This is an optimization exercise on Yosys and OpenROAD, whose aim is small area, a short achievable clock period and few clock cycles, not a production implementation.
Where RTL was checked, it was by simulation tests only, not by an equivalence proof against the original.
Power and IR drop assume default switching activity.

==> module ATCONV, before the edit <==
module  ATCONV(
	input		clk,
	input		reset,
	output	reg	busy,
	input		ready,
	output reg	[11:0]	iaddr,
	input signed [12:0]	idata,
	output	reg 	cwr,
	output reg	[11:0]	caddr_wr,
	output reg 	[12:0] 	cdata_wr,
	output	reg 	crd,
	output reg	[11:0] 	caddr_rd,
	input 	[12:0] 	cdata_rd,
	output reg 	csel
	);
reg        fin;
reg [3:0]  ph;         
reg [5:0]  B;          
reg        ex;         
reg        dup;        
reg [8:0]  D;          
reg [11:0] Ta, Tb;     
reg [12:0] Va, Vb;     
reg [12:0] Xa, Xb;     
reg        colv;       
reg [10:0] pos;        
reg        ov;         
reg [12:0] RD;         
wire ph0 = ph[0];
wire ph1 = ph[1];
wire ph2 = ph[2];
wire ph3 = ph[3];
wire [5:0] x  = iaddr[5:0];
wire [5:0] n  = {x[0], x[5:1] ^ {5{x[0]}}};
wire       n0 = (x == 6'd0) & ~ex;
wire [5:0] n1 = n + 6'd1;
wire       wrap = (x == 6'd1) & ~dup;
wire [5:0] xn = (ex | wrap) ? 6'd0 : dup ? x : {n1[4:0] ^ {5{n1[5]}}, n1[5]};
wire       dupn = ex | ((x == 6'd62) & ~dup);
wire       cv = !n0 && !((x == 6'd63) && !dup) && !B[5];
wire [5:0] B_n = B + {5'd0, ex};
wire [3:0] q   = B[4:1];
wire       p   = B[0];
wire [3:0] qn  = B_n[4:1];
wire [5:0] rtopn = (qn == 4'd0) ? 6'd0 : {qn - 4'd1, 1'b1, B_n[0]};
wire [5:0] rbot  = (q == 4'd15) ? 6'd63 : {q + 4'd1, 1'b0, p};
wire [4:0]  pq = pos[10:7];
wire        pp = pos[6];
wire [5:0]  o  = pos[5:0];
wire [10:0] pn = pos + 11'd1;
wire [4:0]  co = o[4:0] ^ {5{o[5]}};
wire [4:0]  cn = pn[4:0] ^ {5{pn[5]}};
wire        pool = pp | o[5];
wire [11:0] tw = {3'd0, D};
wire [11:0] t4 = {1'b0, D, 2'b00};
wire [12:0] vw = {3'b111, ~D, 1'b0};
wire [12:0] v8 = {D, 4'b0000};
wire [11:0] Ta_n = (ph1 ? 12'd3 : Ta) + (ph2 ? t4 : tw);
wire [12:0] Va_n = (ph0 ? ~{1'b0, Ta} : Va) + (ph0 ? 13'd0 : ph2 ? v8 : vw);
wire [11:0] Tb_n = (ph2 ? 12'd3 : Tb) + (ph3 ? t4 : tw);
wire [12:0] Vb_n = (ph2 ? ~{1'b0, Tb} : Vb) + (ph3 ? v8 : vw);
wire [12:0] so  = ph0 ? Xa + ~{1'b0, Ta} : Xb + ~{1'b0, Tb};
wire [12:0] l0  = so[12] ? 13'd0 : so;
wire        gt  = RD > cdata_wr;
wire [12:0] mx  = gt ? RD : cdata_wr;
wire [12:0] mr  = (mx[3:0] == 4'd0) ? mx : {mx[12:4] + 9'd1, 4'd0};
wire [12:0] mg  = (pp & o[5]) ? mr : mx;
always @(posedge clk) begin
	D  <= idata[12:4];
	RD <= cdata_rd;
	Ta <= Ta_n;
	Va <= Va_n;
	if (!ph1) begin
		Tb <= Tb_n;
		Vb <= Vb_n;
	end
	if (ph0) Xa <= Va;
	if (ph2) Xb <= Vb;
	cdata_wr <= (ph0 | ph2) ? l0 : mg;
	if (reset) begin
		busy <= 1'b0;
		fin <= 1'b0;
		ph <= 4'b0001;
		B <= 6'd0;
		ex <= 1'b0;
		dup <= 1'b1;
		iaddr <= 12'd0;
		colv <= 1'b0;
		ov <= 1'b0;
		pos <= 11'h7ff;
		cwr <= 1'b0;
		crd <= 1'b0;
	end else begin
		if (ready && !fin) busy <= 1'b1;
		ph <= {ph[2:0], ph[3]};
		case (1'b1)
		ph0: begin
			iaddr[11:6] <= {q, 1'b0, p};
			ov <= colv;
			if (colv) pos <= pn;
			cwr <= colv & ~fin;
			crd <= colv & ~pn[6] & pn[5];
			if (B[5] && n0 && !dup) begin
				busy <= 1'b0;
				fin <= 1'b1;
				cwr <= 1'b0;
				crd <= 1'b0;
			end
		end
		ph1: begin
			iaddr[11:6] <= {q, 1'b1, p};
			cwr <= ov & pool & ~fin;
			crd <= ov & pp;
		end
		ph2: begin
			colv <= cv;
			iaddr[11:6] <= rbot;
			cwr <= ov & ~fin;
			crd <= cv & ~pn[6] & pn[5];
		end
		default: begin
			iaddr <= {rtopn, xn};
			ex <= wrap;
			dup <= dupn;
			B <= B_n;
			cwr <= ov & pool & ~fin;
			crd <= cv & pn[6];
		end
		endcase
	end
end
always @(posedge clk) begin
	case (1'b1)
	ph0: begin
		csel <= 1'b0;
		caddr_wr <= {pn[10:7], 1'b0, pn[6], cn, pn[5]};
		caddr_rd <= {pn[10:7], 1'b1, pn[6], cn, 1'b0};
	end
	ph1: begin
		csel <= 1'b1;
		caddr_wr <= {2'b00, pq, 1'b0, co};
		caddr_rd <= {2'b00, pq, 1'b1, co};
	end
	ph2: begin
		csel <= 1'b0;
		caddr_wr <= {pq, 1'b1, pp, co, o[5]};
		caddr_rd <= {pn[10:7], 1'b0, pn[6], cn, 1'b0};
	end
	default: begin
		csel <= 1'b1;
		caddr_wr <= {2'b00, pq, 1'b1, co};
		caddr_rd <= {2'b00, pn[10:7], 1'b0, cn};
	end
	endcase
end
endmodule
export LEC_CHECK = 0
export ABC_CLOCK_PERIOD_IN_PS = 2500
export CAP_MARGIN = 20
export CORE_MARGIN = 2
export CORE_UTILIZATION = 40
export SETUP_SLACK_MARGIN = 5
export SLEW_MARGIN = 20
create_clock -name core_clock -period 8.0 [get_ports {clk}]
standard.sh (not shown) runs the stock make flow with config.mk's settings and CLKGATE_MAP_FILE= SYNTH_SCRIPT=/design/flow/synth_recipe.tcl, a recipe that flattens the netlist after the stock synthesis.
==> flow/flow/run.sh <==
#!/bin/bash
set -euo pipefail
export BUFFER_PORTS_ARGS="-buffer_cell sky130_fd_sc_hd__buf_1"
bash standard.sh SETUP_SLACK_MARGIN=5.3 finish > standard.log 2>&1
Testbench counts at the start, summed over its fixed seeds: cycles 102,972.
Next try:
--- a/flow/design.v
+++ b/flow/design.v
@@ -20,5 +20,4 @@
 reg        ex;         
 reg        dup;        
-reg [8:0]  D;          
 reg [11:0] Ta, Tb;     
 reg [12:0] Va, Vb;     
@@ -53,4 +52,5 @@
 wire [4:0]  cn = pn[4:0] ^ {5{pn[5]}};
 wire        pool = pp | o[5];
+wire [8:0]  D  = idata[12:4];
 wire [11:0] tw = {3'd0, D};
 wire [11:0] t4 = {1'b0, D, 2'b00};
@@ -68,5 +68,4 @@
 wire [12:0] mg  = (pp & o[5]) ? mr : mx;
 always @(posedge clk) begin
-	D  <= idata[12:4];
 	RD <= cdata_rd;
 	Ta <= Ta_n;
@@ -83,7 +82,7 @@
 		fin <= 1'b0;
 		ph <= 4'b0001;
-		B <= 6'd0;
-		ex <= 1'b0;
-		dup <= 1'b1;
+		B <= 6'h3f;
+		ex <= 1'b1;
+		dup <= 1'b0;
 		iaddr <= 12'd0;
 		colv <= 1'b0;
@@ -97,10 +96,13 @@
 		case (1'b1)
 		ph0: begin
-			iaddr[11:6] <= {q, 1'b0, p};
+			iaddr <= {rtopn, xn};
+			ex <= wrap;
+			dup <= dupn;
+			B <= B_n;
 			ov <= colv;
 			if (colv) pos <= pn;
 			cwr <= colv & ~fin;
 			crd <= colv & ~pn[6] & pn[5];
-			if (B[5] && n0 && !dup) begin
+			if (B[5] && (x == 6'd0) && dup && !ex) begin
 				busy <= 1'b0;
 				fin <= 1'b1;
@@ -110,5 +112,5 @@
 		end
 		ph1: begin
-			iaddr[11:6] <= {q, 1'b1, p};
+			iaddr[11:6] <= {q, 1'b0, p};
 			cwr <= ov & pool & ~fin;
 			crd <= ov & pp;
@@ -116,13 +118,10 @@
 		ph2: begin
 			colv <= cv;
-			iaddr[11:6] <= rbot;
+			iaddr[11:6] <= {q, 1'b1, p};
 			cwr <= ov & ~fin;
 			crd <= cv & ~pn[6] & pn[5];
 		end
 		default: begin
-			iaddr <= {rtopn, xn};
-			ex <= wrap;
-			dup <= dupn;
-			B <= B_n;
+			iaddr[11:6] <= rbot;
 			cwr <= ov & pool & ~fin;
 			crd <= cv & pn[6];
Result: Total power went up by 8.8%; sequential power stays flat; global-route usage went up by 0.82 points; synthesized area went up by 1.5%; hold slack is better by 0.0036 ns; setup slack is worse by 0.78 ns; final cell count went up by 4.0%; clock-buffer cell count went down by 4; clock skew hardly moves.
No functional check of the RTL was part of the second run of this note.

## afterwards: timing with drivers on the ports
How much do the figures lean on ideal ports? The routed layouts below were timed once more, with nothing changed but the port constraints. Step 1 assumes that a clkbuf_16 drives the clock port and a buf_2 every other input. Step 2 also shifts input and output timing later by t, the mid clock arrival at the registers, as if the neighbouring blocks saw the same clock. Slacks: no drivers / after step 1 / after step 2; pairs: no drivers / after step 1.
run	t, ns	setup WS [ns]	hold slack, ns	latest minus earliest clock arrival (ns)
the first run	0.475	5.316 / 5.306 / 5.316	0.426 / 0.426 / 0.426	0.012 / 0.012
the second run	0.480	4.539 / 4.539 / 4.058	0.430 / 0.430 / 0.430	0.016 / 0.015
After both steps setup and hold are still met in every run listed. For the second run, which loses most, drivers alone change the setup slack by 0.000 ns; drivers and shift together by -0.481 ns.
